This is an optimization exercise on Yosys and OpenROAD, whose aim is small area, not a production implementation. The RTL was checked by simulation tests, not by an equivalence proof against the original design. No activity file was given, so power comes from the tool's default toggle rates.

## run 1
==> flow/design.v (excerpt) <==
module uart_top #(
    parameter OPERAND_WIDTH = 512,
    parameter ADDER_WIDTH   = 32,
    parameter NBYTES        = OPERAND_WIDTH / 8,
    parameter CLK_FREQ      = 125_000_000,
    parameter BAUD_RATE     = 115_200
) (
    input wire iClk, iRst,
    input wire iRx,
    output wire oTx
);
    reg [511:0] rRing;
    reg [8:0]   rPh;
    reg [10:0]  rCyc;
    reg [3:0]   rBit;
    reg [6:0]   rByte;
    reg         rTx;      
    reg         rC;       
    reg         rNext;    
    reg         rOut;
    wire wBnd   = rCyc[10] & rCyc[6];    
    wire wWin   = rCyc[9];               
    wire wHit   = (rPh == {rByte[5:0], rBit[2:0]});
    wire wEn    = ~rBit[3] & wWin & wHit;
    wire wInA   = ~rTx & rByte[6];
    wire wInB   = ~rTx & ~rByte[6];
    wire wLast  = &rPh;
    wire wCin   = rC | (wEn & wInB & iRx);
    wire wNew   = (wEn & wInA) ? iRx : (rRing[0] ^ wCin);
    wire wGen   = rRing[0] & wCin;
    wire wBit8  = rBit[3] & ~rBit[0];
    wire wBit9  = rBit[3] & ~rBit[2] & rBit[0];
    wire wStart = ~rTx & ~iRx & rBit[3] & ~rBit[2];                  
    wire wByte  = wBit8 & (wBnd | wStart);
    always @(posedge iClk) begin
        rRing <= {wNew, rRing[511:1]};
        rPh   <= rPh + 1'b1;
        rC    <= wGen & ~wLast;
        if (wBnd | wStart) rCyc <= 11'd4;
        else               rCyc <= rCyc + 1'b1;
        if (wInA)
            rNext <= 1'b0;
        else if (~rTx)
            rNext <= rNext | (wGen & wLast);
        else if (wEn)
            rNext <= rByte[6] ? (rNext & ~|rBit[2:0]) : rRing[0];
        if (iRst) begin
            rBit  <= 4'd9;
            rTx   <= 1'b0;
            rByte <= 7'd127;
            rOut  <= 1'b1;
        end else begin
            if (wStart)
                rBit <= 4'd15;
            else if (wBnd)
                rBit <= wBit9 ? {~rTx, 2'b00, ~rTx} : rBit + 1'b1;
            if (wByte) begin
                if (rTx & rByte[6]) rByte[6] <= 1'b0;
  ...
clock: 13.0 ns
lec_check: 0
cap_margin: 20
core_margin: 2
core_utilization: 40
cts_buf_list: sky130_fd_sc_hd__clkbuf_8
cts_cluster_diameter: 60
cts_cluster_size: 22
place_density: 0.6
slew_margin: 20
standard.sh (not shown) runs the stock make flow with config.mk's settings and CLKGATE_MAP_FILE= SYNTH_SCRIPT=/design/flow/synth_recipe.tcl, a recipe that flattens the netlist after the stock synthesis.
==> flow/flow/run.sh <==
#!/bin/bash
# The standard layout with two changes:
#  - synthesis maps the logic with an area-oriented ABC script (flow/abc_area.script)
#    and leaves adders to ABC instead of mapping them to half/full adder cells first;
#    everything else in synth_recipe.tcl, and so every register, stays as it is;
#  - the port buffers are the smallest buffer cell;
#  - clock tree synthesis adds no dummy loads.
set -euo pipefail
here=$(pwd)
{
  echo 'set ::env(ADDER_MAP_FILE) ""'
  echo 'proc abc {args} {'
  echo '  set i [lsearch -exact $args -script]'
  echo "  lset args [expr {\$i+1}] $here/flow/abc_area.script"
  echo '  yosys abc {*}$args'
  echo '}'
  cat synth_recipe.tcl
} > area_synth.tcl
sed "s#SYNTH_SCRIPT=[^ ]*#SYNTH_SCRIPT=$here/area_synth.tcl#" standard.sh > area_standard.sh
grep -q "SYNTH_SCRIPT=$here/area_synth.tcl" area_standard.sh
export BUFFER_PORTS_ARGS="-buffer_cell sky130_fd_sc_hd__buf_1"
export CTS_ARGS="-sink_clustering_enable -repair_clock_nets -dont_use_dummy_load -buf_list sky130_fd_sc_hd__clkbuf_8 -tree_buf sky130_fd_sc_hd__clkbuf_2 -root_buf sky130_fd_sc_hd__clkbuf_4 -sink_clustering_size 22 -sink_clustering_max_diameter 60"
bash area_standard.sh > standard.log 2>&1
==> flow/flow/abc_area.script <==
&get -n
&st
&synch2
&dch -f
&nf -a -R 1000
&put
strash
&get -n
&synch2
&dch -f
&nf -a -R 1000
&put
stime -c
The inputs of run 2 differ from those of run 1 as listed below.
Settings: CORE_UTILIZATION now 55, was 40; PLACE_DENSITY now 0.7, was 0.6; CTS_CLUSTER_SIZE now 24, was 22.
--- a/flow/flow/run.sh
+++ b/flow/flow/run.sh
@@ -20,4 +20,4 @@
 grep -q "SYNTH_SCRIPT=$here/area_synth.tcl" area_standard.sh
 export BUFFER_PORTS_ARGS="-buffer_cell sky130_fd_sc_hd__buf_1"
-export CTS_ARGS="-sink_clustering_enable -repair_clock_nets -dont_use_dummy_load -buf_list sky130_fd_sc_hd__clkbuf_8 -tree_buf sky130_fd_sc_hd__clkbuf_2 -root_buf sky130_fd_sc_hd__clkbuf_4 -sink_clustering_size 22 -sink_clustering_max_diameter 60"
+export CTS_ARGS="-sink_clustering_enable -repair_clock_nets -dont_use_dummy_load -buf_list sky130_fd_sc_hd__clkbuf_8 -sink_clustering_size 24 -sink_clustering_max_diameter 60"
 bash area_standard.sh > standard.log 2>&1
### Flow results
Taking run 1 as the reference, in run 2 met3 track demand over resource grew by 0.32 points; overall fraction of global-route tracks in use rose 3.9 points; setup slack now smaller; final design area excluding fillers now sits lower.
#### Input delta (run 3 over run 2)
Settings: a change of CORE_UTILIZATION from 55 to 40; a change of PLACE_DENSITY from 0.7 to 0.6; a change of CTS_CLUSTER_SIZE from 24 to 22.
--- a/flow/flow/run.sh
+++ b/flow/flow/run.sh
@@ -20,4 +20,4 @@
 grep -q "SYNTH_SCRIPT=$here/area_synth.tcl" area_standard.sh
 export BUFFER_PORTS_ARGS="-buffer_cell sky130_fd_sc_hd__buf_1"
-export CTS_ARGS="-sink_clustering_enable -repair_clock_nets -dont_use_dummy_load -buf_list sky130_fd_sc_hd__clkbuf_8 -sink_clustering_size 24 -sink_clustering_max_diameter 60"
+export CTS_ARGS="-sink_clustering_enable -repair_clock_nets -dont_use_dummy_load -buf_list sky130_fd_sc_hd__clkbuf_8 -sink_clustering_size 22 -sink_clustering_max_diameter 60"
 bash area_standard.sh > standard.log 2>&1
==> run summary <==
Looking at worst setup slack after layout across both flows, run 3 is the stronger of the two, with run 2 trailing.
Taking run 2 as the reference, in run 3 power density normalized to cell area fell by about 0.5%, layout overhead on the synthesized area went up, final period utilization now sits lower.
Peak supply drop of run 3 falls short of that of run 2 by a little under 10%.
Relative to run 3, the following input files were edited for run 4:
--- a/flow/flow/run.sh
+++ b/flow/flow/run.sh
@@ -20,4 +20,4 @@
 grep -q "SYNTH_SCRIPT=$here/area_synth.tcl" area_standard.sh
 export BUFFER_PORTS_ARGS="-buffer_cell sky130_fd_sc_hd__buf_1"
-export CTS_ARGS="-sink_clustering_enable -repair_clock_nets -dont_use_dummy_load -buf_list sky130_fd_sc_hd__clkbuf_8 -sink_clustering_size 22 -sink_clustering_max_diameter 60"
+export CTS_ARGS="-sink_clustering_enable -repair_clock_nets -dont_use_dummy_load -buf_list sky130_fd_sc_hd__clkbuf_8 -tree_buf sky130_fd_sc_hd__clkbuf_4 -root_buf sky130_fd_sc_hd__clkbuf_4 -sink_clustering_size 22 -sink_clustering_max_diameter 60"
 bash area_standard.sh > standard.log 2>&1
Notes after the runs:
Diff run 4..run 3 | post-route cell area | negligible. Reported for run 3 and run 4, number of ordinary inverters in the final layout turned out identical to the last digit. There was hardly any difference in depth of the critical timing path with buffers and inverters included between run 3 and run 4. The worst hold slack of run 3 and that of run 4 are within noise of each other.

[port drivers added, routing unchanged]
Ports are ideal in the flow. The routed layouts listed here were re-timed in OpenROAD. Step 1 (the two cells are an assumption about what drives the block):
set clk [get_ports {iClk}]
set_driving_cell -lib_cell sky130_fd_sc_hd__clkbuf_16 $clk
set_driving_cell -lib_cell sky130_fd_sc_hd__buf_2 [delete_from_list [all_inputs] $clk]
Step 2 moves the port delays by t, midway between the first and last clock arrival at a register: inputs arrive t later, outputs are due t later. That takes back most of the time a late clock gives input paths. Slacks: no drivers / after step 1 / after step 2; pairs: no drivers / after step 1.
run	t (ns)	setup slack, ns	worst slew at a driven data input, ns
run 1	0.760	9.007 / 9.027 / 8.268	0.03
run 2	0.580	8.751 / 8.764 / 8.184	0.04
run 3	0.605	8.850 / 8.871 / 8.265	0.03
run 4	0.760	9.007 / 9.027 / 8.268	0.03
After both steps every run listed still meets setup and hold.
